This is an optimization exercise on Yosys and OpenROAD, whose aim is small area, a short achievable clock period and few clock cycles per item, not a production implementation. The RTL was checked by simulation tests, not by an equivalence proof against the original design.

===== flow/run.sh =====
#!/bin/bash
# synth_recipe.tcl (not shown) runs the flow's synth.tcl, then flattens the netlist and writes it again
# the make line also repeats each setting of config.mk as NAME=value (left out here)
make -C /OpenROAD-flow-scripts/flow DESIGN_CONFIG=/design/flow/config.mk WORK_HOME=/design/flow/orfs CLKGATE_MAP_FILE= SYNTH_SCRIPT=/design/flow/synth_recipe.tcl finish

===== flow/config.mk =====
export PLATFORM = sky130hd
export DESIGN_NAME = xtea_cores
export DESIGN_NICKNAME = xtea_cores
export VERILOG_FILES = /design/flow/design.v
export SDC_FILE = /design/flow/constraint.sdc
export NUM_CORES = 4
export LEC_CHECK = 0
export CAP_MARGIN = 20
export CORE_MARGIN = 2
export CORE_UTILIZATION = 40
export SLEW_MARGIN = 20

===== flow/constraint.sdc =====
create_clock -name core_clock -period 7.0 [get_ports {clk}]
set_input_delay 1.4000 -clock core_clock [delete_from_list [all_inputs] [get_ports {clk}]]
set_output_delay 1.4000 -clock core_clock [all_outputs]
set_load 0.01 [all_outputs]

===== flow/design.v =====
`default_nettype none
module xtea (
    input  wire         clk,         
    input  wire         rst_i,       
    input  wire         valid_i,     
    input  wire         en_i,        
    input  wire [ 63:0] data_i,      
    input  wire [127:0] key,         
    input  wire         decrypt_i,   
    output reg  [ 63:0] result_o,    
    output reg          valid_o,     
    output reg          busy_o       
);
  localparam reg [2:0] IDLE = 3'b000;
  localparam reg [2:0] ENC_Y = 3'b001;
  localparam reg [2:0] ENC_S = 3'b010;
  localparam reg [2:0] ENC_Z = 3'b011;
  localparam reg [2:0] DENC_Z = 3'b100;
  localparam reg [2:0] DENC_S = 3'b101;
  localparam reg [2:0] DENC_Y = 3'b110;
  localparam reg [2:0] DONE = 3'b111;
  reg [2:0] state;
  reg [31:0] k[4];
  reg [31:0] y, z, limit, sum;
  reg [31:0] delta;
  always @(posedge clk or posedge rst_i) begin : xtea
    if (rst_i) begin : reset_block
      state <= IDLE;
      valid_o <= 0;
      busy_o <= 0;
      result_o <= 0;
      delta <= 32'h9e3779b9;   
      sum <= 0;
    end else begin : xtea_core
      case (state)
        IDLE: begin
          busy_o  <= 0;
          valid_o <= 0;
          if (valid_i & en_i) begin
            k[0] <= key[127:96];   
            k[1] <= key[95:64];   
            k[2] <= key[63:32];   
            k[3] <= key[31:0];   
            y <= data_i[63:32];   
            z <= data_i[31:0];   
            busy_o <= 1;
            if (decrypt_i) begin : Encryption
              state <= DENC_Z;
              sum   <= 32'hc6ef3720;   
            end else begin : Decryption
              limit <= 32'hc6ef3720;   
              state <= ENC_Y;
              sum   <= 0;
            end
          end
        end
        ENC_Y: begin
          y <= y + ((((z << 4) ^ (z >> 5)) + z) ^ (sum + k[sum&3]));
          state <= ENC_S;
        end
        ENC_S: begin
          sum   <= sum + delta;
          state <= ENC_Z;
        end
        ENC_Z: begin
          z <= z + ((((y << 4) ^ (y >> 5)) + y) ^ (sum + k[(sum>>11)&3]));
          if (sum != limit) begin
            state <= ENC_Y;
          end else begin
            state <= DONE;
          end
        end
        DENC_Z: begin
          z <= z - ((((y << 4) ^ (y >> 5)) + y) ^ (sum + k[(sum>>11)&3]));
          state <= DENC_S;
        end
        DENC_S: begin
          sum   <= sum - delta;
          state <= DENC_Y;
        end
        DENC_Y: begin
          y <= y - ((((z << 4) ^ (z >> 5)) + z) ^ (sum + k[sum&3]));
          if (sum != 0) begin
            state <= DENC_Z;
          end else begin
            state <= DONE;
          end
        end
        DONE: begin
          valid_o <= 1;
          result_o <= {y, z};
          state <= IDLE;
        end
        default: begin
          state <= IDLE;
        end
      endcase
    end
  end
endmodule
`default_nettype none
module xtea_cores (
    input wire clk,
    input wire rst_i,
    input wire valid_i,
    input wire en_i,
    input wire [63:0] data_a_i,
    input wire [63:0] data_b_i,
    input wire [127:0] key,
    input wire decrypt_i,
    output reg [63:0] result_a_o,
    output reg [63:0] result_b_o,
    output reg valid_o,
    output reg busy_o
);
  wire [63:0] result_a_o_w, result_b_o_w;
  wire valid_o_a_w, valid_o_b_w;
  wire busy_o_a_w, busy_o_b_w;
  xtea core_1 (
      .clk(clk),
      .rst_i(rst_i),
      .valid_i(valid_i),
      .en_i(en_i),
      .data_i(data_a_i),
      .key(key),
      .decrypt_i(decrypt_i),
      .result_o(result_a_o_w),
      .valid_o(valid_o_a_w),
      .busy_o(busy_o_a_w)
  );
  xtea core_2 (
      .clk(clk),
      .rst_i(rst_i),
      .valid_i(valid_i),
      .en_i(en_i),
      .data_i(data_b_i),
      .key(key),
      .decrypt_i(decrypt_i),
      .result_o(result_b_o_w),
      .valid_o(valid_o_b_w),
      .busy_o(busy_o_b_w)
  );
  always @(busy_o_a_w or busy_o_b_w or valid_o_a_w or valid_o_b_w) begin
    valid_o <= valid_o_a_w & valid_o_b_w;
    busy_o  <= busy_o_a_w & busy_o_b_w;
  end
  always @(result_a_o_w or result_b_o_w) begin
    result_a_o <= result_a_o_w;
    result_b_o <= result_b_o_w;
  end
endmodule

==> results by group, run 1 <==
Die
  – Die Area: 0.125 mm2
  – Initial Utilization: 40.5%
  – Chip height: 353 um
  – FP Rows: 127
  – Top Ports: 391
  – Core ar.: 0.120 mm2
  – Die Span X: 353 um

Finish
  – Layout cells sized above 1: 14.7%
  – Nets@finish: 6179
  – Layout Cells excl Fill: 7122
  – Utilization after layout: 49.2%
  – Area grow syn2layout: 21.7%

Timing
  – Final number of setup-violating endpoints: 0
  – Slew @ Worst Pin: 1.10 ns
  – Max Slew Vio Count: 0
  – Fmax: 0.148 GHz
  – Setup_tns: 0 ns
  – Tcrit/Tclk final: 96.6%
  – RSZ-0062 raised after global routing: true
  – Endpoints failing hold: 0
  – Worst setup margin: 0.241 ns
  – Clock period minus worst slack: 6.76 ns
  – Clock Skew: 0.0289 ns
  – Rel. slew slack: 26.3%

Worst setup path
  – CP bufs+invs: 3
  – Worst EP required: 7.35 ns
  – Cell at the slowest stage of the critical path: or4_1
  – Cell mode on critical path: buf_4
  – CP endpoint kind: register
  – Worst path top cell family by delay: compound AO/OA/AOI/OAI gates
  – Critical Path AT: 7.11 ns
  – Worst setup SP type: register
  – Critical path's largest stage delay: 0.55 ns
  – WS Path Type: reg -> reg
  – CP Max Fanout: 6

CTS
  – CTS max path bufs: 3
  – Clk slew on worst S/H paths: 0.06 ns
  – CTS tree: done
  – TritonCTS Buffers: 69
  – CTS sink cnt: 586
  – H-tree Lvls: 3
  – CTS Root Cell: clkbuf_16
  – Worst-Skew Late Latency: 0.64 ns

Placed design
  – GP Congestion: 0.964
  – DP Worst Slack: -0.213 ns
  – Port bufs: 390
  – Dpl cells: 6970
  – HPWL Detailed: 137 mm

Outcome
  – Status: complete, no violations

Logic synthesis
  – Post-synthesis xor/xnor area fraction: 13.4%
  – Cell Area, Synth: 0.0487 mm2
  – Synth area leader: edfxtp_1
  – Largest cells by area after synthesis: edfxtp_1 (24%), ha_1 (12%), dfrtp_1 (10%), xnor2_1 (7.5%), mux4_2 (5.9%)
  – Syn Nets: 5549
  – Post-synth top area share: 23.7%
  – Synthesis Warnings: 3
  – Compound-cell area share of the yosys netlist: 18.3%
  – Sequential element share of the synthesized area: 34.1%
  – Simple-gate area share of the yosys netlist: 11.3%
  – Post-Synth Adder-Cell Area: 12.2%
  – Post-synthesis cell type count: 110
  – Largest family of logic cells by synthesized area: compound AO/OA/AOI/OAI gates
  – Post-synth EDFFs: 384
  – Number of synthesized register bits: 586
  – Ys async rst share: 34.5%
  – Syn Inst Count: 4822
  – Syn avg cell area: 10.1 um2
  – Multiplexer area fraction after synthesis: 8.88%
  – Ys flop type: edfxtp_1

GRT
  – Total track usage: 26.7%
  – Initial antenna violation count: 8
  – Grt ovf: 0
  – Number of global-route vias before repair: 39600
  – Pin count of the biggest net entering global routing: 129
  – Global-route wire length before repair: 254 mm

Detailed routing
  – DR vias: 41700
  – Antenna Violating Nets Remaining: 0
  – Iter 0 DRT Violations: 3985
  – Pre-antenna DRT Iters: 6
  – DR WL/cell: 24.1 um
  – Final WL: 171 mm
  – Via/cell ratio: 5.85
  – DRC Markers: 0

Hold path
  – Worst hold path type: reg -> reg

Flow run
  – Max Cap Viol: 0
==> layer usage <==
metal	part of all wire [%]	vias to the layer above	routed length (um)	GRT usage, %
met1	47	20400	81100	40.8
met3	8.8	157	15100	4.54
met4	1.9	0	3210	5.46
met5	0	-	0	0
met2	42	1674	72100	39.2
li1	-	19400	-	-
==> state kept, by name (all words and copies together) (netlist names) <==
register and flops:
core_1.valid_o 1, core_2.sum 32, core_2.result_o 64, core_1.result_o 64, core_2.k 128, core_1.k 128
core_2.state 3, core_2.y 32, core_1.sum 32, core_1.y 32, core_2.valid_o 1, core_1.busy_o 1
core_2.z 32, core_1.z 32, core_2.busy_o 1, core_1.state 3
==> worst register-to-register path, stage by stage, from the launching register on <==
cell and delay (ns):
dfrtp_4 0.48, buf_4 0.22, mux4_2 0.53, ha_1 0.43
nand3_1 0.12, a2bb2oi_2 0.17, a21oi_2 0.24, a31oi_4 0.12
buf_4 0.18, o41ai_4 0.46, and2_2 0.29, o22ai_1 0.15
nor4bb_1 0.18, or4_1 0.55, xor2_1 0.19, buf_4 0.19
a31oi_1 0.22, xnor2_1 0.12, ha_1 0.32, o21ai_0 0.10
nand2b_1 0.13, a21boi_0 0.34, a31oi_2 0.10, o21ai_0 0.29
xnor2_1 0.12, o311ai_1 0.12, o311ai_1 0.13
==> cell type report <==
class                           instances  area (um2)
Antenna cell                            2        5.00
Inverter                              116         443
Clock inverter                         32         324
Multi-Input combinational cell       3989       31600
Tap cell                             1612        2020
Sequential cell                       586       16600
Timing Repair Buffer                  690        6290
Fill cell                           11200       61100
Clock buffer                           95        1910
==> final timing paths <==
check,startpoint,end,slack (ns),depth (start not counted)
worst max-delay path,core_1.sum[12]$_DFFE_PP0P_,core_1.z[31]$_DFFE_PP_,0.24,26
worst min-delay path,core_1.result_o[0]$_DFFE_PP0P_,core_1.result_o[0]$_DFFE_PP0P_,0.48,2
worst max register to register,core_1.sum[12]$_DFFE_PP0P_,core_1.z[31]$_DFFE_PP_,0.24,26
worst min register to register,core_1.result_o[0]$_DFFE_PP0P_,core_1.result_o[0]$_DFFE_PP0P_,0.48,2
max in group asynchronous,rst_i,core_2.result_o[49]$_DFFE_PP0P_,4.68,4
min in group asynchronous,rst_i,core_1.sum[29]$_DFFE_PP0P_,1.46,3
==> synthesized netlist by cell type, types with 15 or more instances <==
master	count
a211o_1	15
a211oi_1	54
a21boi_0	15
a21o_1	187
a21oi_1	431
a31oi_1	59
and2_1	19
and3_1	47
clkbuf_1	115
dfrtp_1	202
edfxtp_1	384
ha_1	452
inv_1	116
mux2_2	126
mux4_2	128
nand2_1	355
nand2b_1	41
nand3_1	94
nand4_1	52
nor2_1	273
nor2b_1	33
nor3_1	85
nor4_1	24
o211ai_1	18
o21a_1	38
o21ai_0	311
o21ai_1	24
o21bai_1	55
o31ai_1	31
or2_2	17
or3_1	23
xnor2_1	417
xor2_1	306
==> layout by cell type (no fill, tap or decap), drive strengths merged, types with 47 or more instances in the layout <==
master,netlist,layout
ha,452,452
a21oi,437,437
xnor2,419,419
clkdlybuf4s50,0,390
edfxtp,384,384
nand2,357,357
o21ai,338,338
xor2,306,306
buf,16,300
nor2,273,273
dfrtp,202,202
a21o,187,187
mux4,128,128
mux2,126,126
inv,116,121
nand3,95,95
clkbuf,115,95
nor3,87,87
a31oi,61,61
a211oi,56,56
o21bai,55,55
nand4,52,52
and3,47,47
==> logic make-up after synthesis <==
family / count (synthesis)
compound gates: 1400
xor+xnor: 731
fa+ha+maj: 466
buf+inv: 247
flops: 586
mux: 256
simple gates: 1136
==> what timing repair did <==
item	in CTS	in global routing
pin swaps	1	16
hold buffers	0	0
resized for setup	7	72
setup endpoints to repair	4	22
cloned	0	0
buffers inserted	2	20
==> stage by stage <==
stage / cell area [um2] / hold WS [ns]
floorplan: 48700 / 0.442
global placement: 56400 / 0.471
detailed placement: 56400 / 0.471
CTS: 58700 / 0.484
global route: 59200 / 0.515
finish: 59200 / 0.483
Testbench counts, summed over its fixed seeds: cycles 37,632, items 768.
==> run 2: changes to the inputs <==
==> flow/design.v (replaced) <==
`default_nettype none
module xtea (
    input  wire [31:0] a,
    input  wire [31:0] b,
    input  wire [31:0] k,
    input  wire        g,
    input  wire        cin,
    output wire [31:0] y
);
  wire [31:0] bg = b & {32{g}};
  wire [31:0] f = ((bg << 4) ^ (bg >> 5)) + bg;
  wire [32:0] s = {a, cin} + {f ^ k, cin};
  assign y = s[32:1];
endmodule
`default_nettype none
module xtea_cores (
    input wire clk,
    input wire rst_i,
    input wire valid_i,
    input wire en_i,
    input wire [63:0] data_a_i,
    input wire [63:0] data_b_i,
    input wire [127:0] key,
    input wire decrypt_i,
    output wire [63:0] result_a_o,
    output wire [63:0] result_b_o,
    output reg valid_o,
    output reg busy_o
);
  localparam [31:0] DELTA = 32'h9e3779b9;
  localparam [31:0] SUM32 = 32'hc6ef3720;
  reg [6:0] cnt;
  reg dec;
  reg g;
  reg [31:0] k0, k1, k2, k3;
  reg [31:0] aa, ba, ab, bb;
  reg [31:0] kr, t;
  wire acc = (~busy_o | valid_o) & valid_i & en_i;
  wire last = dec ? (cnt == 7'd65) : (cnt == 7'd63);
  always @(posedge clk or posedge rst_i) begin
    if (rst_i) begin
      busy_o <= 1'b0;
      valid_o <= 1'b0;
      cnt <= 7'd0;
      dec <= 1'b0;
      g <= 1'b0;
    end else begin
      if (acc) begin
        busy_o <= 1'b1;
        valid_o <= 1'b0;
        cnt <= 7'd0;
        dec <= decrypt_i;
        g <= ~decrypt_i;
      end else begin
        if (valid_o) begin
          busy_o <= 1'b0;
          valid_o <= 1'b0;
        end else if (busy_o) begin
          valid_o <= last;
        end
        cnt <= cnt + 7'd1;
        g <= ~(dec & (cnt == 7'd64));
      end
    end
  end
  always @(posedge clk) begin
    if (acc) begin
      k0 <= key[127:96];
      k1 <= key[95:64];
      k2 <= key[63:32];
      k3 <= key[31:0];
    end
  end
  wire p = cnt[0] ^ dec;   
  wire [1:0] sel = cnt[0] ? t[1:0] : t[12:11];
  reg [31:0] ksel;
  always @(*) begin
    case (sel)
      2'd0: ksel = k0;
      2'd1: ksel = k1;
      2'd2: ksel = k2;
      default: ksel = k3;
    endcase
  end
  wire [31:0] sk = t + ksel;
  wire swap_next = dec & (cnt == 7'd64);
  always @(posedge clk) begin
    if (acc) begin
      kr <= decrypt_i ? 32'hffffffff : key[127:96];
      t  <= decrypt_i ? SUM32 : DELTA;
    end else begin
      kr <= swap_next ? 32'hffffffff : (sk ^ {32{dec}});
      if (p) t <= dec ? t - DELTA : t + DELTA;
    end
  end
  wire [31:0] na, nb;
  xtea step_a (.a(aa), .b(ba), .k(kr), .g(g), .cin(dec), .y(na));
  xtea step_b (.a(ab), .b(bb), .k(kr), .g(g), .cin(dec), .y(nb));
  always @(posedge clk) begin
    if (acc) begin
      aa <= data_a_i[63:32];
      ba <= data_a_i[31:0];
      ab <= data_b_i[63:32];
      bb <= data_b_i[31:0];
    end else begin
      aa <= ba;
      ba <= na;
      ab <= bb;
      bb <= nb;
    end
  end
  assign result_a_o = {aa, ba};
  assign result_b_o = {ab, bb};
endmodule
--- a/flow/config.mk
+++ b/flow/config.mk
@@ -6,4 +6,5 @@
 export NUM_CORES = 4
 export LEC_CHECK = 0
+export ABC_CLOCK_PERIOD_IN_PS = 4000
 export CAP_MARGIN = 20
 export CORE_MARGIN = 2
==> results by group, run 2 <==
Timing
  – Clock period minus worst slack: 5.91 ns
  – Final number of setup-violating endpoints: 0
  – Setup_tns: 0 ns
  – RSZ-0062 raised after global routing: false
  – Rel. slew slack: 39.7%
  – Clock Skew: 0.0191 ns
  – Max Slew Vio Count: 0
  – Endpoints failing hold: 0
  – Slew @ Worst Pin: 0.901 ns
  – Fmax: 0.169 GHz
  – Tcrit/Tclk final: 84.5%

Worst setup path
  – Critical Path AT: 6.41 ns
  – WS Path Type: reg -> reg
  – R2r worst-path depth: 23
  – CP Max Fanout: 17
  – CP endpoint kind: register
  – Worst setup SP type: register
  – Reg2Reg Setup Slack: 1.09 ns
  – Worst EP required: 7.49 ns
  – Reg2reg start: g$_DFF_PP0_
  – Crit Reg-Reg Endpoint: ba[31]$_DFF_P_

Finish
  – Layout cells sized above 1: 5.07%
  – Area grow syn2layout: 27.1%
  – Fillers: 5137
  – Nets@finish: 3208
  – Most frequent cells in the layout: clkdlybuf4s50_1 (390), nand2_1 (331), xnor2_1 (224)
  – Commonest non-fill, non-tap cell in the layout: clkdlybuf4s50_1
  – Design area: 0.0284 mm2
  – Utilization after layout: 51.5%

Detailed routing
  – Via/cell ratio: 5.41
  – Pre-antenna DRT Iters: 7
  – Final WL: 71.3 mm
  – DR vias: 19100
  – Iter 0 DRT Violations: 1147
  – DR WL/cell: 20.2 um
  – Antenna Violating Nets Remaining: 0
  – DRC Markers: 0

Logic synthesis
  – Top cells by count, synth: nand2_1 (332), xnor2_1 (224), a21oi_1 (198), ha_1 (195), nor2_1 (174)
  – Ys flop type: edfxtp_1
  – Synth area leader: edfxtp_1
  – Ys async rst share: 3.32%
  – Largest cells by area after synthesis: edfxtp_1 (21%), dfxtp_1 (14%), ha_1 (11%), xnor2_1 (8.8%), nand2_1 (5.6%)
  – Post-synthesis cell type count: 79
  – Syn avg cell area: 9.39 um2
  – Most common cell in the synthesized netlist: nand2_1
  – Post-synth top area share: 21.5%
  – Sequential element share of the synthesized area: 37.0%
  – Synthesis Warnings: 1
  – Post-synth EDFFs: 160
  – Number of synthesized register bits: 331
  – Cell Area, Synth: 0.0224 mm2
  – Syn Nets: 2843
  – Syn Inst Count: 2383

GRT
  – Number of global-route vias before repair: 19100
  – Initial antenna violation count: 2
  – Grt ovf: 0
  – Pin count of the biggest net entering global routing: 120
  – Global-route wire length before repair: 108 mm
  – Total track usage: 24.3%

Placed design
  – GP Congestion: 0.906
  – DP Area: 0.0271 mm2
  – HPWL Detailed: 55.4 mm
  – Port bufs: 390

Flow run
  – Max Cap Viol: 0

Die
  – Die Area: 0.0579 mm2
  – Initial Utilization: 40.5%
  – Core ar.: 0.0552 mm2
  – Die Span X: 241 um
  – Top Ports: 391
  – Chip height: 241 um
  – FP Rows: 86

Hold path
  – Start point of the worst min-delay path: ba[0]$_DFF_P_
  – Hold Path Cell Cnt: 2
  – Hold endpoint: aa[0]$_DFF_P_
  – Worst hold path type: reg -> reg

CTS
  – H-tree Lvls: 2
  – Clk slew on worst S/H paths: 0.07 ns
  – TritonCTS Buffers: 39
  – CTS sink cnt: 331
  – Hold-fix buffers at CTS: 0
  – Postcts setup bufs: 0
  – CTS tree: done
  – CTS Root Cell: clkbuf_16
  – CTS max path bufs: 3
  – Worst-Skew Late Latency: 0.57 ns
  – PostCTS Resize Cnt: 0

Outcome
  – Status: complete, no violations
[run 2: cell types whose count changed after synthesis, moves of 99 or more]
cell      previous run  this run
a21oi_1            431       198
dfrtp_1            202        11
dfxtp_1              0       160
edfxtp_1           384       160
ha_1               452       195
mux2_2             126         0
nor2_1             273       174
o21ai_0            311       108
xnor2_1            417       224
xor2_1             306        98
[run 2: per-layer routing]
layer  vias to the layer above  wire [um]  global-route usage (%)
met3                       129       3550                    3.09
li1                       9288          -                       -
met1                      9111      32300                    33.0
met4                         2       2130                    7.57
met2                       558      33200                    40.4
met5                         -         12                       0
[run 2: through the flow]
stage	setup slack, ns	std cells	hold slack [ns]
global route	0.551	3528	0.533
floorplan	0.848	2383	0.497
CTS	1.09	3526	0.503
global placement	1.31	3454	0.488
finish	1.09	3528	0.500
detailed placement	1.11	3454	0.495
[run 2: area by class of cell]
type / instances / area (um2) / share of cell area, %
clock inverters: 16 / 226 / 0.796
well taps: 748 / 936 / 3.29
clock buffers: 56 / 1120 / 3.94
multi-input cells: 1924 / 13600 / 47.9
flip-flops and latches: 331 / 8290 / 29.1
diodes: 1 / 2.50 / 0.00880
repair buffers: 405 / 4060 / 14.3
inverters: 47 / 184 / 0.647
[run 2: kinds of logic after synthesis]
logic type / Yosys count / share of synthesized area (%)
and+or+nand+nor: 747 / 15.1
adders and majority gates: 201 / 11.3
buffers and inverters: 128 / 2.33
AOI/OAI and AO/OA: 610 / 17.5
DFF: 331 / 37.0
muxes: 38 / 3.49
xor gates and xnor gates: 328 / 13.2
[run 2: worst max-delay path, stage by stage (launching register included)]
cell and delay, ns:
dfrtp_2 0.50, and2_1 0.21, ha_1 0.22, ha_1 0.20, a31o_2 0.23, a21o_1 0.18
a21oi_1 0.25, o21ai_1 0.19, a21oi_1 0.33, o21ai_1 0.21, a31o_2 0.30, a21o_1 0.17
a21oi_1 0.16, xnor2_1 0.14, ha_1 0.33, a21o_1 0.22, a21o_1 0.18, a221o_1 0.34
o41ai_1 0.51, a31oi_1 0.24, a21o_1 0.23, a21oi_1 0.15, xnor3_1 0.23, o21ai_1 0.11
[run 2: how the worst max path moves through the flow]
stage | startpoint | end
6_report | g$_DFF_PP0_ | ba[31]$_DFF_P_
2_1_floorplan | en_i | k0[0]$_DFFE_PP_
4_1_cts | g$_DFF_PP0_ | bb[31]$_DFF_P_
5_1_grt | g$_DFF_PP0_ | bb[31]$_DFF_P_
3_5_place_dp | g$_DFF_PP0_ | bb[31]$_DFF_P_
3_3_place_gp | g$_DFF_PP0_ | ba[31]$_DFF_P_
Testbench counts of run 2, summed over its fixed seeds: cycles 25,346, items 768.
==> run 3: changes to the inputs <==
--- a/flow/config.mk
+++ b/flow/config.mk
@@ -6,5 +6,5 @@
 export NUM_CORES = 4
 export LEC_CHECK = 0
-export ABC_CLOCK_PERIOD_IN_PS = 4000
+export ABC_CLOCK_PERIOD_IN_PS = 2500
 export CAP_MARGIN = 20
 export CORE_MARGIN = 2
==> results by group, run 3 <==
CTS
  – TritonCTS Buffers: 39
  – CTS max path bufs: 3
  – Worst-Skew Late Latency: 0.57 ns
  – H-tree Lvls: 2
  – Clk slew on worst S/H paths: 0.07 ns
  – CTS tree: done
  – Hold-fix buffers at CTS: 0
  – CTS sink cnt: 331
  – PostCTS Resize Cnt: 0
  – CTS Root Cell: clkbuf_16
  – Postcts setup bufs: 0

Die
  – Initial Utilization: 40.5%
  – Die Span X: 241 um
  – FP Rows: 86
  – Die Area: 0.0579 mm2
  – Core ar.: 0.0552 mm2
  – Chip height: 241 um
  – Top Ports: 391

Timing
  – RSZ-0062 raised after global routing: false
  – Setup_tns: 0 ns
  – Tcrit/Tclk final: 84.5%
  – Max Slew Vio Count: 0
  – Rel. slew slack: 39.7%
  – Fmax: 0.169 GHz
  – Clock Skew: 0.0191 ns
  – Endpoints failing hold: 0
  – Final number of setup-violating endpoints: 0
  – Slew @ Worst Pin: 0.901 ns
  – Clock period minus worst slack: 5.91 ns

Logic synthesis
  – Top cells by count, synth: nand2_1 (332), xnor2_1 (224), a21oi_1 (198), ha_1 (195), nor2_1 (174)
  – Cell Area, Synth: 0.0224 mm2
  – Synthesis Warnings: 1
  – Most common cell in the synthesized netlist: nand2_1
  – Number of synthesized register bits: 331
  – Ys flop type: edfxtp_1
  – Sequential element share of the synthesized area: 37.0%
  – Post-synthesis cell type count: 79
  – Syn Inst Count: 2383
  – Post-synth EDFFs: 160
  – Synth area leader: edfxtp_1
  – Syn avg cell area: 9.39 um2
  – Ys async rst share: 3.32%
  – Post-synth top area share: 21.5%
  – Largest cells by area after synthesis: edfxtp_1 (21%), dfxtp_1 (14%), ha_1 (11%), xnor2_1 (8.8%), nand2_1 (5.6%)
  – Syn Nets: 2843

Worst setup path
  – Worst EP required: 7.49 ns
  – Cell mode on critical path: a21o_1
  – Critical path's largest stage delay: 0.51 ns
  – Worst setup SP type: register
  – Critical Path AT: 6.41 ns
  – CP cell instances: and2_1, ha_1, ha_1, a31o_2, a21o_1, a21oi_1, o21ai_1, a21oi_1, o21ai_1, a31o_2, a21o_1, a21oi_1, xnor2_1, ha_1, a21o_1, a21o_1, a221o_1, o41ai_1, a31oi_1, a21o_1, a21oi_1, xnor3_1, o21ai_1
  – Cell at the slowest stage of the critical path: o41ai_1
  – CP Max Fanout: 17
  – Reg2Reg Setup Slack: 1.09 ns
  – WS Path Type: reg -> reg
  – CP endpoint kind: register

Placed design
  – Port bufs: 390
  – Dpl cells: 3454
  – HPWL Detailed: 55.4 mm
  – GP Congestion: 0.906

Finish
  – Fillers: 5137
  – Register area: 0.00829 mm2
  – Nets@finish: 3208
  – Layout cells sized above 1: 5.07%
  – Multi-input gate area: 0.0136 mm2
  – Layout Cells excl Fill: 3528
  – Most frequent cells in the layout: clkdlybuf4s50_1 (390), nand2_1 (331), xnor2_1 (224)
  – Area grow syn2layout: 27.1%
  – Commonest non-fill, non-tap cell in the layout: clkdlybuf4s50_1

GRT
  – Total track usage: 24.3%
  – Initial antenna violation count: 2
  – Global-route wire length before repair: 108 mm
  – Number of global-route vias before repair: 19100
  – Pin count of the biggest net entering global routing: 120
  – Grt ovf: 0

Detailed routing
  – DR vias: 19100
  – Final WL: 71.3 mm
  – Antenna Violating Nets Remaining: 0
  – Pre-antenna DRT Iters: 7
  – Via/cell ratio: 5.41
  – DR WL/cell: 20.2 um
  – Iter 0 DRT Violations: 1147
  – DRC Markers: 0

Outcome
  – Status: complete, no violations

Flow run
  – Max Cap Viol: 0

Hold path
  – Worst hold path type: reg -> reg
==> run 3: cell counts after synthesis <==
No cell type changed its count.
==> run 3: cell type report <==
cell class | instances | area share [%]
clock buffer | 56 | 3.94
clock inverter | 16 | 0.796
inverter | 47 | 0.647
antenna | 1 | 0.00880
timing repair buffer | 405 | 14.3
sequential | 331 | 29.1
tap | 748 | 3.29
multi-input combinational | 1924 | 47.9
==> run 3: layer usage <==
layer / part of all wire [%] / vias to the layer above / routed length, um / track usage (%)
met5: 0.017 / - / 12 / 0
met4: 3.0 / 2 / 2130 / 7.57
met3: 5.0 / 129 / 3550 / 3.09
met2: 47 / 558 / 33200 / 40.4
met1: 45 / 9111 / 32300 / 33.0
li1: - / 9288 / - / -
==> run 3: kinds of logic (layout without fill, tap and decap cells) <==
family / Yosys count / after routing / share of synthesized area, %
muxes: 38 / 38 / 3.49
DFF: 331 / 331 / 37.0
xor gates and xnor gates: 328 / 328 / 13.2
AOI/OAI and AO/OA: 610 / 610 / 17.5
adders and majority gates: 201 / 201 / 11.3
other: 0 / 1 / 0
buffers and inverters: 128 / 524 / 2.33
and+or+nand+nor: 747 / 747 / 15.1
==> run 3: worst paths after layout <==
check | start | depth (start not counted) | end
worst min-delay path | ba[0]$_DFF_P_ | 2 | aa[0]$_DFF_P_
worst max-delay path | g$_DFF_PP0_ | 23 | ba[31]$_DFF_P_
worst min register to register | ba[0]$_DFF_P_ | 2 | aa[0]$_DFF_P_
worst max register to register | g$_DFF_PP0_ | 23 | ba[31]$_DFF_P_
min in group asynchronous | rst_i | 2 | g$_DFF_PP0_
max in group asynchronous | rst_i | 2 | dec$_DFFE_PP0P_
==> run 3: metrics by stage <==
step	setup slack [ns]	area, um2	util [%]	hold slack (ns)
3_3_place_gp	1.31	27100	49.0	0.488
2_1_floorplan	0.848	22400	-	0.497
6_report	1.09	28400	51.5	0.500
4_1_cts	1.09	28400	51.5	0.503
5_1_grt	0.551	28400	51.5	0.533
3_5_place_dp	1.11	27100	49.0	0.495
==> run 3: critical path, delay by kind of cell, from the launching register on <==
family / cells / cell delay, ns
AOI/OAI and AO/OA: 17 / 4.00
adders and majority gates: 3 / 0.75
DFF: 1 / 0.50
xor gates and xnor gates: 2 / 0.37
and+or+nand+nor: 1 / 0.21
==> run 4: changes to the inputs <==
--- a/flow/config.mk
+++ b/flow/config.mk
@@ -6,7 +6,7 @@
 export NUM_CORES = 4
 export LEC_CHECK = 0
-export ABC_CLOCK_PERIOD_IN_PS = 2500
 export CAP_MARGIN = 20
 export CORE_MARGIN = 2
 export CORE_UTILIZATION = 40
+export SETUP_SLACK_MARGIN = 1.5
 export SLEW_MARGIN = 20
==> results by group, run 4 <==
CTS
  – TritonCTS Buffers: 38
  – CTS max path bufs: 3
  – Clk slew on worst S/H paths: 0.06 ns
  – CTS sink cnt: 331
  – CTS Root Cell: clkbuf_16
  – CTS tree: done
  – Worst-Skew Late Latency: 0.58 ns
  – H-tree Lvls: 2

Logic synthesis
  – Ys flop type: edfxtp_1
  – Cell Area, Synth: 0.0224 mm2
  – Post-Synth Adder-Cell Area: 11.3%
  – Sequential element share of the synthesized area: 37.0%
  – Largest cells by area after synthesis: edfxtp_1 (21%), dfxtp_1 (14%), ha_1 (11%), xnor2_1 (8.8%), nand2_1 (5.6%)
  – Syn Inst Count: 2383
  – Largest family of logic cells by synthesized area: compound AO/OA/AOI/OAI gates
  – Post-synthesis xor/xnor area fraction: 13.2%
  – Compound-cell area share of the yosys netlist: 17.5%
  – Post-synth EDFFs: 160
  – Post-synthesis cell type count: 79
  – Syn avg cell area: 9.39 um2
  – Most common cell in the synthesized netlist: nand2_1
  – Synth area leader: edfxtp_1
  – Ys async rst share: 3.32%
  – Simple-gate area share of the yosys netlist: 15.1%
  – Number of synthesized register bits: 331
  – Syn Nets: 2843
  – Post-synth top area share: 21.5%
  – Top cells by count, synth: nand2_1 (332), xnor2_1 (224), a21oi_1 (198), ha_1 (195), nor2_1 (174)
  – Synthesis Warnings: 1
  – Multiplexer area fraction after synthesis: 3.49%

Detailed routing
  – Max layer used: met5
  – Antenna Violating Nets Remaining: 0
  – Iter 0 DRT Violations: 941
  – DR vias: 19100
  – Routed wl met2: 34.3 mm
  – Pre-antenna DRT Iters: 5
  – DR WL/cell: 20.3 um
  – Final WL: 72.0 mm
  – DRC Markers: 0
  – Wl on met1: 32.7 mm
  – Met3 WL: 3.61 mm
  – Via/cell ratio: 5.39

Hold path
  – Worst hold path type: reg -> reg

Outcome
  – Status: complete, no violations

Worst setup path
  – CP cell instances: buf_2, buf_8, and2_1, ha_1, or3_1, o22ai_2, o21ai_1, a31oi_2, o21bai_1, a21oi_1, xnor2_1, ha_1, nand2_1, a211oi_1, o311ai_0, o21ba_2, o211ai_1, o211a_1, o21ai_0, a21oi_1, xnor2_1, a21oi_1
  – CP endpoint kind: register
  – CP bufs+invs: 2
  – WS Path Type: reg -> reg
  – Cell at the slowest stage of the critical path: dfrtp_4
  – Worst setup SP type: register
  – Cell mode on critical path: a21oi_1
  – Critical Path AT: 5.73 ns
  – Worst path top cell family by delay: compound AO/OA/AOI/OAI gates
  – Worst EP required: 7.43 ns
  – CP Max Fanout: 40
  – Critical path's largest stage delay: 0.53 ns

Placed design
  – DP Area: 0.0271 mm2
  – DP Worst Slack: 1.24 ns
  – HPWL Detailed: 56.2 mm
  – Port bufs: 390
  – GP Congestion: 0.913

Finish
  – Most frequent cells in the layout: clkdlybuf4s50_1 (390), nand2_1 (331), xnor2_1 (224)
  – Nets@finish: 3226
  – Layout cells sized above 1: 6.34%
  – Diodes inserted: 0
  – Design area: 0.0285 mm2
  – Commonest non-fill, non-tap cell in the layout: clkdlybuf4s50_1
  – Area grow syn2layout: 27.4%

Timing
  – RSZ-0062 raised after global routing: true
  – Worst setup margin: 1.70 ns
  – Max Slew Vio Count: 0
  – Final number of setup-violating endpoints: 0
  – Setup_tns: 0 ns
  – Rel. slew slack: 35.8%
  – Slew @ Worst Pin: 0.963 ns
  – Fmax: 0.189 GHz
  – Clock Skew: 0.0182 ns
  – Endpoints failing hold: 0
  – Tcrit/Tclk final: 75.8%
  – Clock period minus worst slack: 5.30 ns

Die
  – Initial Utilization: 40.5%
  – Chip height: 241 um
  – Die Area: 0.0579 mm2
  – FP Rows: 86
  – Die Span X: 241 um
  – Core ar.: 0.0552 mm2
  – Top Ports: 391

GRT
  – Grt ovf: 0
  – Pin count of the biggest net entering global routing: 94
  – Initial antenna violation count: 2
  – Global-route wire length before repair: 108 mm
  – Total track usage: 24.3%
  – Number of global-route vias before repair: 19000

Flow run
  – Max Cap Viol: 0
-- run 4: worst paths after layout --
kind                            depth (start not counted)             end           from  slack (ns)
worst max-delay path                                   22  bb[24]$_DFF_P_    g$_DFF_PP0_        1.70
max in group asynchronous                               2     g$_DFF_PP0_          rst_i        5.33
worst min-delay path                                    2   aa[3]$_DFF_P_  ba[3]$_DFF_P_        0.51
worst max register to register                         22  bb[24]$_DFF_P_    g$_DFF_PP0_        1.70
min in group asynchronous                               2     g$_DFF_PP0_          rst_i        1.20
worst min register to register                          2   aa[3]$_DFF_P_  ba[3]$_DFF_P_        0.51
-- run 4: cells by family after synthesis --
logic type               count (synthesis)
AO/OA/AOI/OAI                          610
XOR/XNOR                               328
adder cells (fa/ha/maj)                201
buffers and inverters                  128
flip-flops                             331
multiplexers                            38
AND/OR/NAND/NOR                        747
-- run 4: final cells by class --
| class | instances | area (um2) |
|---|---|---|
| Multi-Input combinational cell | 1924 | 13700 |
| Inverter | 47 | 188 |
| Sequential cell | 331 | 8290 |
| Tap cell | 748 | 936 |
| Fill cell | 5088 | 26700 |
| Clock inverter | 18 | 139 |
| Clock buffer | 50 | 1030 |
| Timing Repair Buffer | 424 | 4180 |
-- run 4: timing repair --
action                     in CTS  in global routing
hold buffers                    0                  0
buffers inserted                4                 13
resized for setup               9                 22
pin swaps                       3                 12
setup endpoints to repair       8                 13
hold endpoints to repair        0                  0
-- run 4: stage by stage --
step	hold WS, ns	utilization (%)	instances
floorplan	0.497	-	2383
global placement	0.502	49.0	3457
detailed placement	0.509	49.0	3457
CTS	0.511	51.3	3529
global route	0.534	51.6	3542
finish	0.506	51.6	3542
-- run 4: metal layers --
metal	up-vias	global-route usage, %
met1	9142	32.4
met5	-	0
li1	9332	-
met2	508	41.9
met4	2	5.87
met3	97	3.03
-- run 4: tightest hold or removal path: stages, from the launching register on --
cell,delay (ns)
dfxtp_1,0.35
nand2_1,0.07
nand2_1,0.04
==> run 5: changes to the inputs <==
--- a/flow/config.mk
+++ b/flow/config.mk
@@ -9,4 +9,4 @@
 export CORE_MARGIN = 2
 export CORE_UTILIZATION = 40
-export SETUP_SLACK_MARGIN = 1.5
+export SETUP_SLACK_MARGIN = 3
 export SLEW_MARGIN = 20
==> results by group, run 5 <==
Timing
  – Clock period minus worst slack: 5.01 ns
  – Tcrit/Tclk final: 71.6%
  – Clock Skew: 0.0201 ns
  – RSZ-0062 raised after global routing: true
  – Slew @ Worst Pin: 0.930 ns
  – Final number of setup-violating endpoints: 0
  – Rel. slew slack: 37.8%
  – Endpoints failing hold: 0
  – Max Slew Vio Count: 0
  – Fmax: 0.200 GHz
  – Setup_tns: 0 ns

Finish
  – Layout cells sized above 1: 17.8%
  – Area grow syn2layout: 40.1%
  – Diodes inserted: 0
  – Fillers: 4817
  – Commonest non-fill, non-tap cell in the layout: clkdlybuf4s50_1
  – Design area: 0.0314 mm2
  – Most frequent cells in the layout: clkdlybuf4s50_1 (390), nand2_1 (326), xnor2_1 (206)
  – Nets@finish: 3375

Die
  – Initial Utilization: 40.5%
  – Core ar.: 0.0552 mm2
  – Top Ports: 391
  – Die Span X: 241 um
  – FP Rows: 86
  – Chip height: 241 um
  – Die Area: 0.0579 mm2

Logic synthesis
  – Ys flop type: edfxtp_1
  – Sequential element share of the synthesized area: 37.0%
  – Post-synth EDFFs: 160
  – Synth area leader: edfxtp_1
  – Cell Area, Synth: 0.0224 mm2
  – Ys async rst share: 3.32%
  – Synthesis Warnings: 1
  – Syn Nets: 2843
  – Largest cells by area after synthesis: edfxtp_1 (21%), dfxtp_1 (14%), ha_1 (11%), xnor2_1 (8.8%), nand2_1 (5.6%)
  – Syn Inst Count: 2383
  – Top cells by count, synth: nand2_1 (332), xnor2_1 (224), a21oi_1 (198), ha_1 (195), nor2_1 (174)
  – Post-synthesis cell type count: 79
  – Syn avg cell area: 9.39 um2
  – Post-synth top area share: 21.5%
  – Number of synthesized register bits: 331
  – Most common cell in the synthesized netlist: nand2_1

Worst setup path
  – Cell at the slowest stage of the critical path: dfrtp_2
  – R2r worst-path depth: 24
  – WS Path Type: reg -> reg
  – Cell mode on critical path: a21o_1
  – Critical path's largest stage delay: 0.46 ns
  – CP endpoint kind: register
  – Critical Path AT: 5.53 ns
  – Crit Reg-Reg Endpoint: ba[31]$_DFF_P_
  – Worst setup SP type: register
  – CP cell instances: buf_12, and2_4, ha_4, ha_4, a31o_4, a21o_1, a21oi_2, o21ai_2, a21oi_2, o21ai_2, a31o_2, a21o_1, a21oi_2, xnor2_1, ha_1, a21o_1, a21o_1, a221o_1, o41ai_4, a31oi_2, a21o_1, a21oi_2, xnor3_1, o21ai_1
  – Reg2Reg Setup Slack: 1.99 ns
  – Reg2reg start: g$_DFF_PP0_
  – CP Max Fanout: 5
  – Worst EP required: 7.51 ns

CTS
  – CTS max path bufs: 3
  – Clk slew on worst S/H paths: 0.07 ns
  – Hold-fix buffers at CTS: 0
  – H-tree Lvls: 2
  – Worst-Skew Late Latency: 0.58 ns
  – CTS sink cnt: 331
  – TritonCTS Buffers: 40
  – CTS tree: done
  – CTS Root Cell: clkbuf_16

Hold path
  – Worst hold path type: reg -> reg
  – Start point of the worst min-delay path: ba[0]$_DFF_P_
  – Hold endpoint: aa[0]$_DFF_P_
  – Hold Path Cell Cnt: 2

Outcome
  – Status: complete, no violations

Detailed routing
  – DR WL/cell: 20.3 um
  – Pre-antenna DRT Iters: 6
  – Antenna Violating Nets Remaining: 0
  – DR vias: 19800
  – DRC Markers: 0
  – Iter 0 DRT Violations: 1076
  – Via/cell ratio: 5.37
  – Final WL: 74.9 mm

GRT
  – Global-route wire length before repair: 111 mm
  – Pin count of the biggest net entering global routing: 109
  – Total track usage: 24.8%
  – Grt ovf: 0
  – Number of global-route vias before repair: 19500
  – Initial antenna violation count: 0

Placed design
  – Port bufs: 390
  – DP Area: 0.0273 mm2
  – HPWL Detailed: 55.0 mm
  – GP Congestion: 0.885

Flow run
  – Max Cap Viol: 0
-- run 5: how the worst max path moves through the flow --
| stage | start | to | cells after the start |
|---|---|---|---|
| detailed placement | g$_DFF_PP0_ | bb[31]$_DFF_P_ | 23 |
| global placement | g$_DFF_PP0_ | bb[31]$_DFF_P_ | 23 |
| CTS | g$_DFF_PP0_ | ba[31]$_DFF_P_ | 24 |
| global route | g$_DFF_PP0_ | ba[31]$_DFF_P_ | 24 |
| finish | g$_DFF_PP0_ | ba[31]$_DFF_P_ | 24 |
| floorplan | g$_DFF_PP0_ | ba[31]$_DFF_P_ | 27 |
-- run 5: logic make-up (layout without fill, tap and decap cells) --
logic type | after synthesis | count (layout) | synth area share (%)
and+or+nand+nor | 747 | 747 | 15.1
AOI/OAI and AO/OA | 610 | 610 | 17.5
DFF | 331 | 331 | 37.0
xor gates and xnor gates | 328 | 328 | 13.2
adders and majority gates | 201 | 201 | 11.3
buffers and inverters | 128 | 691 | 2.33
muxes | 38 | 38 | 3.49
-- run 5: area by class of cell --
cell class / instances / area, um2 / area share [%]
multi-input combinational: 1924 / 15100 / 48.1
sequential: 331 / 8290 / 26.4
tap: 748 / 936 / 2.98
clock inverter: 16 / 230 / 0.734
inverter: 47 / 191 / 0.610
clock buffer: 57 / 1110 / 3.56
timing repair inverter: 3 / 17.5 / 0.0559
timing repair buffer: 568 / 5490 / 17.5
-- run 5: timing repair --
item / CTS / global route
gates cloned: 6 / 2
buffers inserted: 115 / 43
pin swaps: 117 / 97
resized for setup: 158 / 125
setup endpoints to repair: 85 / 61
-- run 5: worst max-delay path, delay by kind of cell, from the launching register on --
kind	cells	cell delay [ns]
buf+inv	1	0.16
simple gates	1	0.17
compound gates	17	3.17
fa+ha+maj	3	0.61
flops	1	0.46
xor+xnor	2	0.36
-- run 5: metal layers --
metal  part of all wire [%]  vias up  global-route usage (%)
met5                      0        -                       0
met4                    2.1        0                    6.15
met3                    5.0       92                    3.08
met2                     48      569                    42.4
met1                     45     9535                    33.2
li1                       -     9633                       -
-- run 5: stage by stage --
stage | hold slack [ns] | instances | worst slack (ns) | utilization [%]
2_1_floorplan | 0.497 | 2383 | 1.88 | -
3_3_place_gp | 0.499 | 3455 | 1.48 | 49.4
4_1_cts | 0.520 | 3649 | 2.16 | 55.1
5_1_grt | 0.535 | 3694 | 1.75 | 56.8
3_5_place_dp | 0.511 | 3455 | 1.37 | 49.4
6_report | 0.510 | 3694 | 1.99 | 56.8
==> run 6: changes to the inputs <==
--- a/flow/config.mk
+++ b/flow/config.mk
@@ -9,4 +9,3 @@
 export CORE_MARGIN = 2
 export CORE_UTILIZATION = 40
-export SETUP_SLACK_MARGIN = 3
 export SLEW_MARGIN = 20
==> results by group, run 6 <==
Outcome
  – Status: complete, no violations

Logic synthesis
  – Number of synthesized register bits: 331
  – Sequential element share of the synthesized area: 37.0%
  – Syn Nets: 2843
  – Post-synth top area share: 21.5%
  – Post-synthesis cell type count: 79
  – Cell Area, Synth: 0.0224 mm2
  – Top cells by count, synth: nand2_1 (332), xnor2_1 (224), a21oi_1 (198), ha_1 (195), nor2_1 (174)
  – Synthesis Warnings: 1
  – Post-synth EDFFs: 160
  – Synth area leader: edfxtp_1
  – Ys async rst share: 3.32%
  – Syn avg cell area: 9.39 um2
  – Ys flop type: edfxtp_1
  – Syn Inst Count: 2383
  – Most common cell in the synthesized netlist: nand2_1
  – Largest cells by area after synthesis: edfxtp_1 (21%), dfxtp_1 (14%), ha_1 (11%), xnor2_1 (8.8%), nand2_1 (5.6%)

CTS
  – Postcts setup bufs: 0
  – Hold-fix buffers at CTS: 0
  – PostCTS Resize Cnt: 0
  – H-tree Lvls: 2
  – CTS max path bufs: 3
  – CTS tree: done
  – CTS sink cnt: 331
  – TritonCTS Buffers: 39
  – CTS Root Cell: clkbuf_16
  – Clk slew on worst S/H paths: 0.07 ns
  – Worst-Skew Late Latency: 0.57 ns

Finish
  – Area grow syn2layout: 27.1%
  – Commonest non-fill, non-tap cell in the layout: clkdlybuf4s50_1
  – Fillers: 5137
  – Utilization after layout: 51.5%
  – Nets@finish: 3208
  – Multi-input gate area: 0.0136 mm2
  – Most frequent cells in the layout: clkdlybuf4s50_1 (390), nand2_1 (331), xnor2_1 (224)
  – Layout cells sized above 1: 5.07%
  – Register area: 0.00829 mm2

Worst setup path
  – Critical Path AT: 6.41 ns
  – Cell mode on critical path: a21o_1
  – CP endpoint kind: register
  – CP bufs+invs: 0
  – CP cell instances: and2_1, ha_1, ha_1, a31o_2, a21o_1, a21oi_1, o21ai_1, a21oi_1, o21ai_1, a31o_2, a21o_1, a21oi_1, xnor2_1, ha_1, a21o_1, a21o_1, a221o_1, o41ai_1, a31oi_1, a21o_1, a21oi_1, xnor3_1, o21ai_1
  – WP depth: 23
  – Worst setup SP type: register
  – Critical path's largest stage delay: 0.51 ns
  – R2r worst-path depth: 23
  – WS Path Type: reg -> reg
  – CP Max Fanout: 17
  – Worst path top cell family by delay: compound AO/OA/AOI/OAI gates
  – Cell at the slowest stage of the critical path: o41ai_1
  – Worst EP required: 7.49 ns

Detailed routing
  – Antenna Violating Nets Remaining: 0
  – DR vias: 19100
  – DRC Markers: 0
  – Final WL: 71.3 mm
  – DR WL/cell: 20.2 um
  – Pre-antenna DRT Iters: 7
  – Iter 0 DRT Violations: 1147
  – Via/cell ratio: 5.41

Timing
  – Setup_tns: 0 ns
  – Fmax: 0.169 GHz
  – Max Slew Vio Count: 0
  – Rel. slew slack: 39.7%
  – Clock period minus worst slack: 5.91 ns
  – Endpoints failing hold: 0
  – RSZ-0062 raised after global routing: false
  – Slew @ Worst Pin: 0.901 ns
  – Clock Skew: 0.0191 ns
  – Final number of setup-violating endpoints: 0
  – Tcrit/Tclk final: 84.5%

Die
  – Core ar.: 0.0552 mm2
  – Top Ports: 391
  – Initial Utilization: 40.5%
  – Die Span X: 241 um
  – Die Area: 0.0579 mm2
  – Chip height: 241 um
  – FP Rows: 86

Placed design
  – HPWL Detailed: 55.4 mm
  – GP Congestion: 0.906
  – Port bufs: 390

GRT
  – Initial antenna violation count: 2
  – Number of global-route vias before repair: 19100
  – Grt ovf: 0
  – Pin count of the biggest net entering global routing: 120
  – Global-route wire length before repair: 108 mm
  – Total track usage: 24.3%

Hold path
  – Hold Path Cell Cnt: 2
  – Worst hold path type: reg -> reg

Flow run
  – Max Cap Viol: 0
-- run 6: path summary, 6_finish.rpt --
path,slack (ns),to,start
max,1.09,ba[31]$_DFF_P_,g$_DFF_PP0_
min,0.50,aa[0]$_DFF_P_,ba[0]$_DFF_P_
max reg2reg,1.09,ba[31]$_DFF_P_,g$_DFF_PP0_
min reg2reg,0.50,aa[0]$_DFF_P_,ba[0]$_DFF_P_
max in group asynchronous,5.34,dec$_DFFE_PP0P_,rst_i
min in group asynchronous,1.22,g$_DFF_PP0_,rst_i
-- run 6: final cells by class --
cell class	instances	area share, %
Clock inverter	16	0.796
Antenna cell	1	0.00880
Tap cell	748	3.29
Timing Repair Buffer	405	14.3
Clock buffer	56	3.94
Multi-Input combinational cell	1924	47.9
Sequential cell	331	29.1
Inverter	47	0.647
-- run 6: worst register-to-register path, stage by stage, from the launching register on --
cell and delay, ns:
dfrtp_2 0.50, and2_1 0.21, ha_1 0.22, ha_1 0.20, a31o_2 0.23, a21o_1 0.18
a21oi_1 0.25, o21ai_1 0.19, a21oi_1 0.33, o21ai_1 0.21, a31o_2 0.30, a21o_1 0.17
a21oi_1 0.16, xnor2_1 0.14, ha_1 0.33, a21o_1 0.22, a21o_1 0.18, a221o_1 0.34
o41ai_1 0.51, a31oi_1 0.24, a21o_1 0.23, a21oi_1 0.15, xnor3_1 0.23, o21ai_1 0.11
-- run 6: kinds of logic (layout without fill, tap and decap cells) --
kind of cell	count (synthesis)	in the layout	synth area share [%]
AO/OA/AOI/OAI	610	610	17.5
flip-flops	331	331	37.0
other	0	1	0
XOR/XNOR	328	328	13.2
buffers and inverters	128	524	2.33
AND/OR/NAND/NOR	747	747	15.1
adder cells (fa/ha/maj)	201	201	11.3
multiplexers	38	38	3.49
-- run 6: metal layers --
layer	GRT usage, %	wire, um
met1	33.0	32300
met2	40.4	33200
met3	3.09	3550
met4	7.57	2130
met5	0	12
-- run 6: through the flow --
step	instances	setup slack [ns]	instance area, um2	hold WS, ns
after CTS	3526	1.09	28400	0.503
after global placement	3454	1.31	27100	0.488
final	3528	1.09	28400	0.500
after floorplan	2383	0.848	22400	0.497
after detailed placement	3454	1.11	27100	0.495
after global routing	3528	0.551	28400	0.533
==> run 7: changes to the inputs <==
--- a/flow/design.v
+++ b/flow/design.v
@@ -4,10 +4,8 @@
     input  wire [31:0] b,
     input  wire [31:0] k,
-    input  wire        g,
     input  wire        cin,
     output wire [31:0] y
 );
-  wire [31:0] bg = b & {32{g}};
-  wire [31:0] f = ((bg << 4) ^ (bg >> 5)) + bg;
+  wire [31:0] f = ((b << 4) ^ (b >> 5)) + b;
   wire [32:0] s = {a, cin} + {f ^ k, cin};
   assign y = s[32:1];
@@ -32,5 +30,5 @@
   reg [6:0] cnt;
   reg dec;
-  reg g;
+  reg swp;
   reg [31:0] k0, k1, k2, k3;
   reg [31:0] aa, ba, ab, bb;
@@ -44,5 +42,5 @@
       cnt <= 7'd0;
       dec <= 1'b0;
-      g <= 1'b0;
+      swp <= 1'b0;
     end else begin
       if (acc) begin
@@ -51,5 +49,5 @@
         cnt <= 7'd0;
         dec <= decrypt_i;
-        g <= ~decrypt_i;
+        swp <= decrypt_i;
       end else begin
         if (valid_o) begin
@@ -60,5 +58,5 @@
         end
         cnt <= cnt + 7'd1;
-        g <= ~(dec & (cnt == 7'd64));
+        swp <= dec & (cnt == 7'd64);
       end
     end
@@ -84,17 +82,16 @@
   end
   wire [31:0] sk = t + ksel;
-  wire swap_next = dec & (cnt == 7'd64);
   always @(posedge clk) begin
     if (acc) begin
-      kr <= decrypt_i ? 32'hffffffff : key[127:96];
+      kr <= key[127:96];
       t  <= decrypt_i ? SUM32 : DELTA;
     end else begin
-      kr <= swap_next ? 32'hffffffff : (sk ^ {32{dec}});
+      kr <= sk ^ {32{dec}};
       if (p) t <= dec ? t - DELTA : t + DELTA;
     end
   end
   wire [31:0] na, nb;
-  xtea step_a (.a(aa), .b(ba), .k(kr), .g(g), .cin(dec), .y(na));
-  xtea step_b (.a(ab), .b(bb), .k(kr), .g(g), .cin(dec), .y(nb));
+  xtea step_a (.a(aa), .b(ba), .k(kr), .cin(dec), .y(na));
+  xtea step_b (.a(ab), .b(bb), .k(kr), .cin(dec), .y(nb));
   always @(posedge clk) begin
     if (acc) begin
@@ -105,7 +102,7 @@
     end else begin
       aa <= ba;
-      ba <= na;
+      ba <= swp ? aa : na;
       ab <= bb;
-      bb <= nb;
+      bb <= swp ? ab : nb;
     end
   end
==> flow/flow/run.sh (new file) <==
#!/bin/bash
# Standard ORFS layout, but the port buffers are the smallest buffer cell.
set -euo pipefail
export BUFFER_PORTS_ARGS="-buffer_cell sky130_fd_sc_hd__buf_1"
bash standard.sh > standard_make.log 2>&1
==> flow/standard.sh (new file) <==
#!/bin/bash
# synth_recipe.tcl (not shown) runs the flow's synth.tcl, then flattens the netlist and writes it again
# the make line also repeats each setting of config.mk as NAME=value (left out here)
make -C /OpenROAD-flow-scripts/flow DESIGN_CONFIG=/design/flow/config.mk WORK_HOME=/design/flow/orfs CLKGATE_MAP_FILE= SYNTH_SCRIPT=/design/flow/synth_recipe.tcl "${@:-finish}"
--- a/flow/config.mk
+++ b/flow/config.mk
@@ -9,3 +9,4 @@
 export CORE_MARGIN = 2
 export CORE_UTILIZATION = 40
+export SETUP_SLACK_MARGIN = 1.5
 export SLEW_MARGIN = 20
removed: flow/run.sh
==> results by group, run 7 <==
Placed design
  – HPWL Detailed: 53.1 mm
  – Port bufs: 390
  – Dpl cells: 3457
  – GP Congestion: 0.955

Logic synthesis
  – Cell Area, Synth: 0.0222 mm2
  – Most common cell in the synthesized netlist: nand2_1
  – Post-synth EDFFs: 160
  – Post-synthesis cell type count: 81
  – Largest family of logic cells by synthesized area: compound AO/OA/AOI/OAI gates
  – Number of synthesized register bits: 331
  – Simple-gate area share of the yosys netlist: 14.4%
  – Syn Inst Count: 2377
  – Synth area leader: edfxtp_1
  – Synthesis Warnings: 1
  – Largest cells by area after synthesis: edfxtp_1 (22%), dfxtp_1 (14%), ha_1 (11%), xnor2_1 (7.0%), a21oi_1 (6.0%)
  – Multiplexer area fraction after synthesis: 4.09%
  – Post-synth top area share: 21.7%
  – Compound-cell area share of the yosys netlist: 18.0%
  – Sequential element share of the synthesized area: 37.4%
  – Post-synthesis xor/xnor area fraction: 12.3%
  – Top cells by count, synth: nand2_1 (309), a21oi_1 (265), nor2_1 (203), ha_1 (201), xnor2_1 (177)
  – Syn avg cell area: 9.32 um2
  – Ys flop type: edfxtp_1
  – Post-Synth Adder-Cell Area: 11.9%
  – Syn Nets: 2845
  – Ys async rst share: 3.32%

Worst setup path
  – Worst path top cell family by delay: compound AO/OA/AOI/OAI gates
  – CP endpoint kind: register
  – Cell at the slowest stage of the critical path: dfxtp_1
  – R2r worst-path depth: 21
  – Cell mode on critical path: a21o_1
  – Crit Reg-Reg Endpoint: ba[31]$_DFF_P_
  – Reg2Reg Setup Slack: 1.73 ns
  – Critical path's largest stage delay: 0.47 ns
  – WS Path Type: reg -> reg
  – Critical Path AT: 5.76 ns
  – Worst EP required: 7.50 ns
  – CP cell instances: ha_1, fa_1, a21o_1, a21oi_2, o31ai_2, a21oi_2, o31ai_1, buf_4, a41oi_1, a211oi_1, a211o_1, xnor2_1, ha_1, a21o_1, a21o_1, or2_2, o311ai_0, a211oi_2, and3_2, or4_1, a31oi_1
  – CP Max Fanout: 6
  – Reg2reg start: ba[5]$_DFF_P_
  – Worst setup SP type: register
  – CP bufs+invs: 1

Timing
  – Setup_tns: 0 ns
  – RSZ-0062 raised after global routing: true
  – Tcrit/Tclk final: 75.2%
  – Max Slew Vio Count: 0
  – Final number of setup-violating endpoints: 0
  – Fmax: 0.190 GHz
  – Slew @ Worst Pin: 0.915 ns
  – Clock Skew: 0.0152 ns
  – Clock period minus worst slack: 5.27 ns
  – Endpoints failing hold: 0
  – Rel. slew slack: 39.0%

Finish
  – Utilization after layout: 47.2%
  – Layout cells sized above 1: 6.14%
  – Diodes inserted: 0
  – Commonest non-fill, non-tap cell in the layout: buf_1
  – Area grow syn2layout: 17.1%
  – Layout Cells excl Fill: 3531
  – Nets@finish: 3219
  – Most frequent cells in the layout: buf_1 (390), nand2_1 (308), a21oi_1 (262)

Die
  – Initial Utilization: 40.3%
  – Top Ports: 391
  – Die Area: 0.0573 mm2
  – Chip height: 239 um
  – Core ar.: 0.0550 mm2
  – Die Span X: 239 um
  – FP Rows: 86

Hold path
  – Start point of the worst min-delay path: aa[31]$_DFF_P_
  – Worst hold path type: reg -> reg
  – Hold endpoint: ba[31]$_DFF_P_
  – Hold Path Cell Cnt: 2

CTS
  – Hold-fix buffers at CTS: 0
  – Worst-Skew Late Latency: 0.58 ns
  – H-tree Lvls: 2
  – CTS Root Cell: clkbuf_16
  – CTS max path bufs: 3
  – Clk slew on worst S/H paths: 0.06 ns
  – CTS tree: done
  – TritonCTS Buffers: 40
  – CTS sink cnt: 331

GRT
  – Grt ovf: 0
  – Global-route wire length before repair: 104 mm
  – Pin count of the biggest net entering global routing: 134
  – Initial antenna violation count: 1
  – Total track usage: 23.3%
  – Number of global-route vias before repair: 19000

Detailed routing
  – DRC Markers: 0
  – Final WL: 68.5 mm
  – Pre-antenna DRT Iters: 7
  – Iter 0 DRT Violations: 1170
  – DR WL/cell: 19.4 um
  – Antenna Violating Nets Remaining: 0
  – DR vias: 19200
  – Via/cell ratio: 5.43

Flow run
  – Max Cap Viol: 0

Outcome
  – Status: complete, no violations
run 7: changes by cell type after synthesis, sizes merged, moves of 8 or more:
cell | before | now
xnor2 | 224 | 177
nor3 | 22 | 38
nor2 | 174 | 204
and2 | 79 | 9
nand2 | 332 | 309
xor2 | 98 | 134
o21a | 17 | 32
and4 | 8 | 0
a31oi | 29 | 20
a21oi | 198 | 266
run 7: area by class of cell:
| cell class | count | area, um2 |
|---|---|---|
| inverters | 46 | 180 |
| flip-flops and latches | 331 | 8290 |
| fillers | 5218 | 29000 |
| clock buffers | 48 | 1080 |
| repair buffers | 402 | 1560 |
| well taps | 748 | 936 |
| clock inverters | 26 | 375 |
| multi-input cells | 1930 | 13500 |
run 7: cells by family after synthesis:
group	Yosys count
AND/OR/NAND/NOR	718
AO/OA/AOI/OAI	644
flip-flops	331
XOR/XNOR	311
adder cells (fa/ha/maj)	207
buffers and inverters	116
multiplexers	50
run 7: routing by layer:
layer	routed length, um	vias to the layer above	global-route usage [%]
met5	13	-	0
met4	2580	2	9.17
met3	3790	159	3.49
met2	32600	666	39.9
met1	29500	9028	29.6
li1	-	9303	-
run 7: timing repair:
item                                    in CTS  in global routing
pin swaps                                    0                  1
resized for setup                            1                 18
endpoints found under the setup margin       1                 13
buffers inserted                             0                  0
run 7: worst max-delay path by stage:
stage | startpoint | depth (start not counted) | slack (ns) | to
5_1_grt | ba[5]$_DFF_P_ | 21 | 1.36 | ba[31]$_DFF_P_
2_1_floorplan | ba[5]$_DFF_P_ | 20 | 2.04 | ba[31]$_DFF_P_
4_1_cts | ba[5]$_DFF_P_ | 21 | 1.52 | ba[31]$_DFF_P_
6_report | ba[5]$_DFF_P_ | 21 | 1.73 | ba[31]$_DFF_P_
3_5_place_dp | ba[5]$_DFF_P_ | 21 | 1.50 | ba[31]$_DFF_P_
3_3_place_gp | ba[5]$_DFF_P_ | 21 | 1.58 | ba[31]$_DFF_P_
run 7: worst min-delay path: cells and delay by family (launching register included):
family | cells | cell delay, ns
compound gates | 2 | 0.13
flops | 1 | 0.32
run 7: metrics by stage:
stage                     worst slack [ns]  hold WS (ns)  area [um2]
after global placement                1.58         0.504       24400
final                                 1.73         0.504       26000
after global routing                  1.36         0.519       26000
after floorplan                       2.04         0.505       22200
after detailed placement              1.50         0.501       24400
after CTS                             1.52         0.510       25900
Testbench counts of run 7, summed over its fixed seeds: cycles 25,346, items 768.

[static timing again, ports no longer ideal]
Ports are ideal in the flow. The routed layouts listed here were re-timed in OpenROAD. Step 1 assumes that a clkbuf_16 drives the clock port and a buf_2 every other input. Step 2 also shifts input and output timing later by t, the mid clock arrival at the registers, as if the neighbouring blocks saw the same clock. Slacks: no drivers / after step 1 / after step 2; pairs: no drivers / after step 1.
run | t (ns) | slack for setup (ns) | worst data-port slew with drivers (ns)
run 1 | 0.706 | 0.241 / 0.241 / 0.241 | 0.17
run 2 | 0.617 | 1.087 / 1.087 / 1.087 | 0.10
run 3 | 0.617 | 1.087 / 1.087 / 1.087 | 0.10
run 4 | 0.631 | 1.697 / 1.697 / 1.697 | 0.10
run 5 | 0.629 | 1.988 / 1.988 / 1.988 | 0.08
run 6 | 0.617 | 1.087 / 1.087 / 1.087 | 0.10
run 7 | 0.627 | 1.735 / 1.735 / 1.735 | 0.10
After both steps setup and hold are still met in every run listed.
